From an optimization exercise on the open Yosys and OpenROAD flow, aimed at small area, a short achievable clock period and few clock cycles; shortcuts taken in it are not production practice.
The RTL was checked by simulation tests, not by an equivalence proof against the original design.
Power and IR drop assume default switching activity.

== run A ==
// DATAPATH
module DATAPATH(Product, done, clk, multiplicand, multiplier, start, rst);
For scale: ~830 cells after synthesis, ~70 I/O pins, about 8600 um2 of cells after synthesis.
export LEC_CHECK = 0
export ABC_AREA = 1
export CAP_MARGIN = 20
export CORE_MARGIN = 2
export CORE_UTILIZATION = 40
export CTS_BUF_LIST = sky130_fd_sc_hd__clkbuf_4 sky130_fd_sc_hd__clkbuf_8
export CTS_CLUSTER_SIZE = 30
export SLEW_MARGIN = 20
export SYNTH_HIERARCHICAL = 1
export SYNTH_MINIMUM_KEEP_SIZE = 0
create_clock -name core_clock -period 4.0 [get_ports {clk}]
standard.sh (not shown) runs the stock make flow with config.mk's settings and CLKGATE_MAP_FILE= SYNTH_SCRIPT=/design/flow/synth_recipe.tcl, a recipe that flattens the netlist after the stock synthesis.
==> flow/flow/run.sh <==
#!/bin/bash
# Standard layout, with plain buffers (instead of delay buffers) on the ports.
set -euo pipefail
export BUFFER_PORTS_ARGS="-buffer_cell sky130_fd_sc_hd__buf_2"
bash standard.sh > standard.log 2>&1
Testbench counts of run A, summed over its fixed seeds: cycles 2,400.
#### Input delta (run B over run A)
- CORE_UTILIZATION changed from 40 to 50
### Flow results
Area overhead of the layout relative to synthesis delta for run B relative to run A: 1.1 points lower. Comparing run B and run A, the lower combinational share of power is on run A. Going from run A to run B, switching fraction of total power rose 0.45 points; post-detailed-placement cell area -60 um2; cell area decreased by 1.0% relative to the old numbers; setup slack after layout now sits lower.
### run B -> run C
- changing CORE_UTILIZATION from 50 to 40
- setting PLACE_DENSITY to 0.7 for the first time
Run C vs run B: pre-CTS worst setup slack up. Re post-route setup TNS: no difference whatsoever between run B and run C. Per the comparison of run C with run B, overall die height +about 11%, portion of the clock cycle consumed by the worst path in the final layout ~0 delta.
> inputs changed (run C -> run D)
- setting SETUP_SLACK_MARGIN to -0.3 for the first time
- changing PLACE_DENSITY from 0.7 to 0.75
Findings:
Run D | stages: all done | timing, DRC, antenna: all pass. From run C to run D the numbers moved as follows: routed wire length fell 0.89%; global-route wire length before repair shows no meaningful change; proportion of power drawn by the clock network increased 1.7 points; number of buffer and inverter stages on the critical path rose 2. Compared to run C, run D has relative contribution of sequential cells to total power 0.4 points lower. Total number of vias (higher): run D.


DATAPATH again, from the RTL that the note above started with.
export LEC_CHECK = 0
export ABC_AREA = 1
export CAP_MARGIN = 20
export CORE_MARGIN = 2
export CORE_UTILIZATION = 60
export SLEW_MARGIN = 20
export SYNTH_HIERARCHICAL = 1
export SYNTH_MINIMUM_KEEP_SIZE = 0
export TNS_END_PERCENT = 0
create_clock -name core_clock -period 4.0 [get_ports {clk}]
Scripts as last shown in full above: flow/flow/run.sh
Testbench counts at the start, summed over its fixed seeds: cycles 2,400.
Change:
==> flow/flow/run.sh (replaced) <==
#!/bin/bash
# Standard layout, with plain buffers (instead of delay buffers) on the ports.
set -euo pipefail
export BUFFER_PORTS_ARGS="-buffer_cell sky130_fd_sc_hd__buf_1"
bash standard.sh > standard.log 2>&1
Settings changed: CORE_UTILIZATION 60 to 40, CTS_BUF_LIST from default to sky130_fd_sc_hd__clkbuf_4 sky130_fd_sc_hd__clkbuf_8, CTS_CLUSTER_SIZE from default to 30, PLACE_DENSITY from default to 0.75, TNS_END_PERCENT 0 to default.
Maximum frequency came out higher slightly.
Routed wire length came out lower slightly.
Cell count rose by roughly a tenth.
Total power goes down slightly.
Change:
==> flow/flow/run.sh (replaced) <==
#!/bin/bash
# Standard layout, with plain buffers (instead of delay buffers) on the ports.
set -euo pipefail
export BUFFER_PORTS_ARGS="-buffer_cell sky130_fd_sc_hd__buf_2"
bash standard.sh > standard.log 2>&1
Settings changed: CAP_MARGIN 20 to 0, CORE_UTILIZATION 40 to 60, CTS_BUF_LIST sky130_fd_sc_hd__clkbuf_4 sky130_fd_sc_hd__clkbuf_8 to default, CTS_CLUSTER_SIZE 30 to default, PLACE_DENSITY 0.75 to default, SLEW_MARGIN 20 to 0.
Result: The new run passed the timing, DRC and antenna checks; hold slack improves by 0.025 ns; sequential share of layout area came out higher by 0.14 points; via count came out lower by 0.31%; global-route usage went up by 9.7 points; synthesized cell count is unchanged; sequential cell count is unchanged; total power came out higher by about 2%.


## build 83
Starting RTL as in the previous note.
==> flow/config.mk <==
export PLATFORM = sky130hd
export DESIGN_NAME = DATAPATH
export DESIGN_NICKNAME = DATAPATH
export VERILOG_FILES = /design/flow/design.v
export SDC_FILE = /design/flow/constraint.sdc
export NUM_CORES = 4
export LEC_CHECK = 0
export ABC_AREA = 1
export CAP_MARGIN = 20
export CORE_MARGIN = 2
export CORE_UTILIZATION = 60
export CTS_BUF_LIST = sky130_fd_sc_hd__clkbuf_4 sky130_fd_sc_hd__clkbuf_8
export CTS_CLUSTER_SIZE = 30
export PLACE_DENSITY = 0.75
export SLEW_MARGIN = 20
export SYNTH_HIERARCHICAL = 1
export SYNTH_MINIMUM_KEEP_SIZE = 0
==> flow/constraint.sdc <==
create_clock -name core_clock -period 4.0 [get_ports {clk}]
set_input_delay 0.8000 -clock core_clock [delete_from_list [all_inputs] [get_ports {clk}]]
set_output_delay 0.8000 -clock core_clock [all_outputs]
set_load 0.01 [all_outputs]
==> flow/flow/run.sh <==
#!/bin/bash
# Standard layout, with plain buffers (instead of delay buffers) on the ports.
set -euo pipefail
export BUFFER_PORTS_ARGS="-buffer_cell sky130_fd_sc_hd__buf_2"
bash standard.sh > standard.log 2>&1
Testbench counts of build 83, summed over its fixed seeds: cycles 2,400.
diff inputs: build 83 => build 95
# build 83
export LEC_CHECK = 0
export ABC_AREA = 1
export CAP_MARGIN = 20
export CORE_MARGIN = 2
export CORE_UTILIZATION = 60
export CTS_BUF_LIST = sky130_fd_sc_hd__clkbuf_4 sky130_fd_sc_hd__clkbuf_8
export CTS_CLUSTER_SIZE = 30
export PLACE_DENSITY = 0.75
export SLEW_MARGIN = 20
export SYNTH_HIERARCHICAL = 1
export SYNTH_MINIMUM_KEEP_SIZE = 0
create_clock -name core_clock -period 4.0 [get_ports {clk}]
# build 95
export LEC_CHECK = 0
export ABC_AREA = 1
export CAP_MARGIN = 20
export CORE_ASPECT_RATIO = 0.5
export CORE_MARGIN = 2
export CORE_UTILIZATION = 40
export CTS_BUF_LIST = sky130_fd_sc_hd__clkbuf_4 sky130_fd_sc_hd__clkbuf_8
export CTS_CLUSTER_SIZE = 30
export PLACE_DENSITY = 0.75
export SLEW_MARGIN = 20
export SYNTH_HIERARCHICAL = 1
export SYNTH_MINIMUM_KEEP_SIZE = 0
create_clock -name core_clock -period 4.0 [get_ports {clk}]
[summary]
- Overall die height, build 95 vs build 83: down by more than 10%
- The die area of build 95 exceeds that of build 83 by 49%.
- For the total global routing track utilization, build 95 came in 10 points lower than build 83 did.
## Diff of input files: build 81 against build 95
# build 95
export LEC_CHECK = 0
export ABC_AREA = 1
export CAP_MARGIN = 20
export CORE_ASPECT_RATIO = 0.5
export CORE_MARGIN = 2
export CORE_UTILIZATION = 40
export CTS_BUF_LIST = sky130_fd_sc_hd__clkbuf_4 sky130_fd_sc_hd__clkbuf_8
export CTS_CLUSTER_SIZE = 30
export PLACE_DENSITY = 0.75
export SLEW_MARGIN = 20
export SYNTH_HIERARCHICAL = 1
export SYNTH_MINIMUM_KEEP_SIZE = 0
create_clock -name core_clock -period 4.0 [get_ports {clk}]
# build 81
export LEC_CHECK = 0
export ABC_AREA = 1
export CAP_MARGIN = 20
export CORE_MARGIN = 2
export CORE_UTILIZATION = 40
export CTS_BUF_LIST = sky130_fd_sc_hd__clkbuf_4 sky130_fd_sc_hd__clkbuf_8
export CTS_CLUSTER_SIZE = 30
export PLACE_DENSITY = 0.75
export SLEW_MARGIN = 20
export SYNTH_HIERARCHICAL = 1
export SYNTH_MINIMUM_KEEP_SIZE = 0
create_clock -name core_clock -period 4.0 [get_ports {clk}]
diff --git a/flow/flow/run.sh b/flow/flow/run.sh
--- a/flow/flow/run.sh
+++ b/flow/flow/run.sh
@@ -4 +4 @@
-export BUFFER_PORTS_ARGS="-buffer_cell sky130_fd_sc_hd__buf_2"
+export BUFFER_PORTS_ARGS="-buffer_cell sky130_fd_sc_hd__buf_4"
## What came out
- For post-route worst hold slack, build 81 and build 95 come out practically identical.
- In terms of number of I/O pins, build 81 and build 95 differ only marginally.
- Diff build 95 -> build 81: switching share of power fell by 2.7 points; initial cell density of the core lost 0.41 points; count of multi-input combinational gates flat; number of global-route vias before repair saw a decrease; total internal power saw an increase.
- From build 95 to build 81 the numbers moved as follows: core utilization higher, first-iteration detailed-routing DRC count +4.8%.
- The worst setup slack after layout of build 81 was superior to that of build 95.
- | aggregate global-route resource usage | higher: build 95 |

==> what the ideal ports hide <==
No port has a modelled driver above. Below, the same layouts with a new extraction and two added sets of constraints. Step 1 sets driving cells, clkbuf_16 on the clock port and buf_2 on the other inputs (assumed; they add their load-dependent delay and slew). Step 2 moves the port delays by t, midway between the first and last clock arrival at a register: inputs arrive t later, outputs are due t later. That takes back most of the time a late clock gives input paths. Three values: ideal ports, drivers, drivers and shift; two values: the first two.
| run | t, ns | setup WS [ns] | worst register clock-pin slew, ns | worst data-port slew with drivers (ns) | pins driven straight from the clock port |
|---|---|---|---|---|---|
| run A | 0.405 | 0.346 / 0.307 / -0.003 | 0.07 / 0.07 | 0.07 | 1 |
| run B | 0.398 | 0.331 / 0.292 / -0.013 | 0.08 / 0.08 | 0.05 | 1 |
| run C | 0.407 | 0.326 / 0.291 / -0.050 | 0.08 / 0.08 | 0.11 | 1 |
| run D | 0.410 | 0.373 / 0.346 / -0.018 | 0.07 / 0.07 | 0.10 | 1 |
| the first run of note 2 | 0.381 | 0.219 / 0.243 / -0.138 | 0.06 / 0.06 | 0.04 | 1 |
| the second run of note 2 | 0.404 | 0.281 / 0.296 / -0.109 | 0.08 / 0.08 | 0.12 | 1 |
| the third run of note 2 | 0.381 | 0.219 / 0.243 / -0.138 | 0.06 / 0.06 | 0.04 | 1 |
| build 83 | 0.406 | 0.267 / 0.253 / -0.127 | 0.08 / 0.08 | 0.05 | 1 |
| build 95 | 0.406 | 0.311 / 0.303 / -0.079 | 0.08 / 0.08 | 0.05 | 1 |
| build 81 | 0.402 | 0.357 / 0.372 / -0.030 | 0.07 / 0.07 | 0.11 | 1 |
Met with ideal ports but missed after step 2: setup timing in every run listed. For build 83, which loses most, drivers alone change the setup slack by -0.014 ns; drivers and shift together by -0.394 ns.
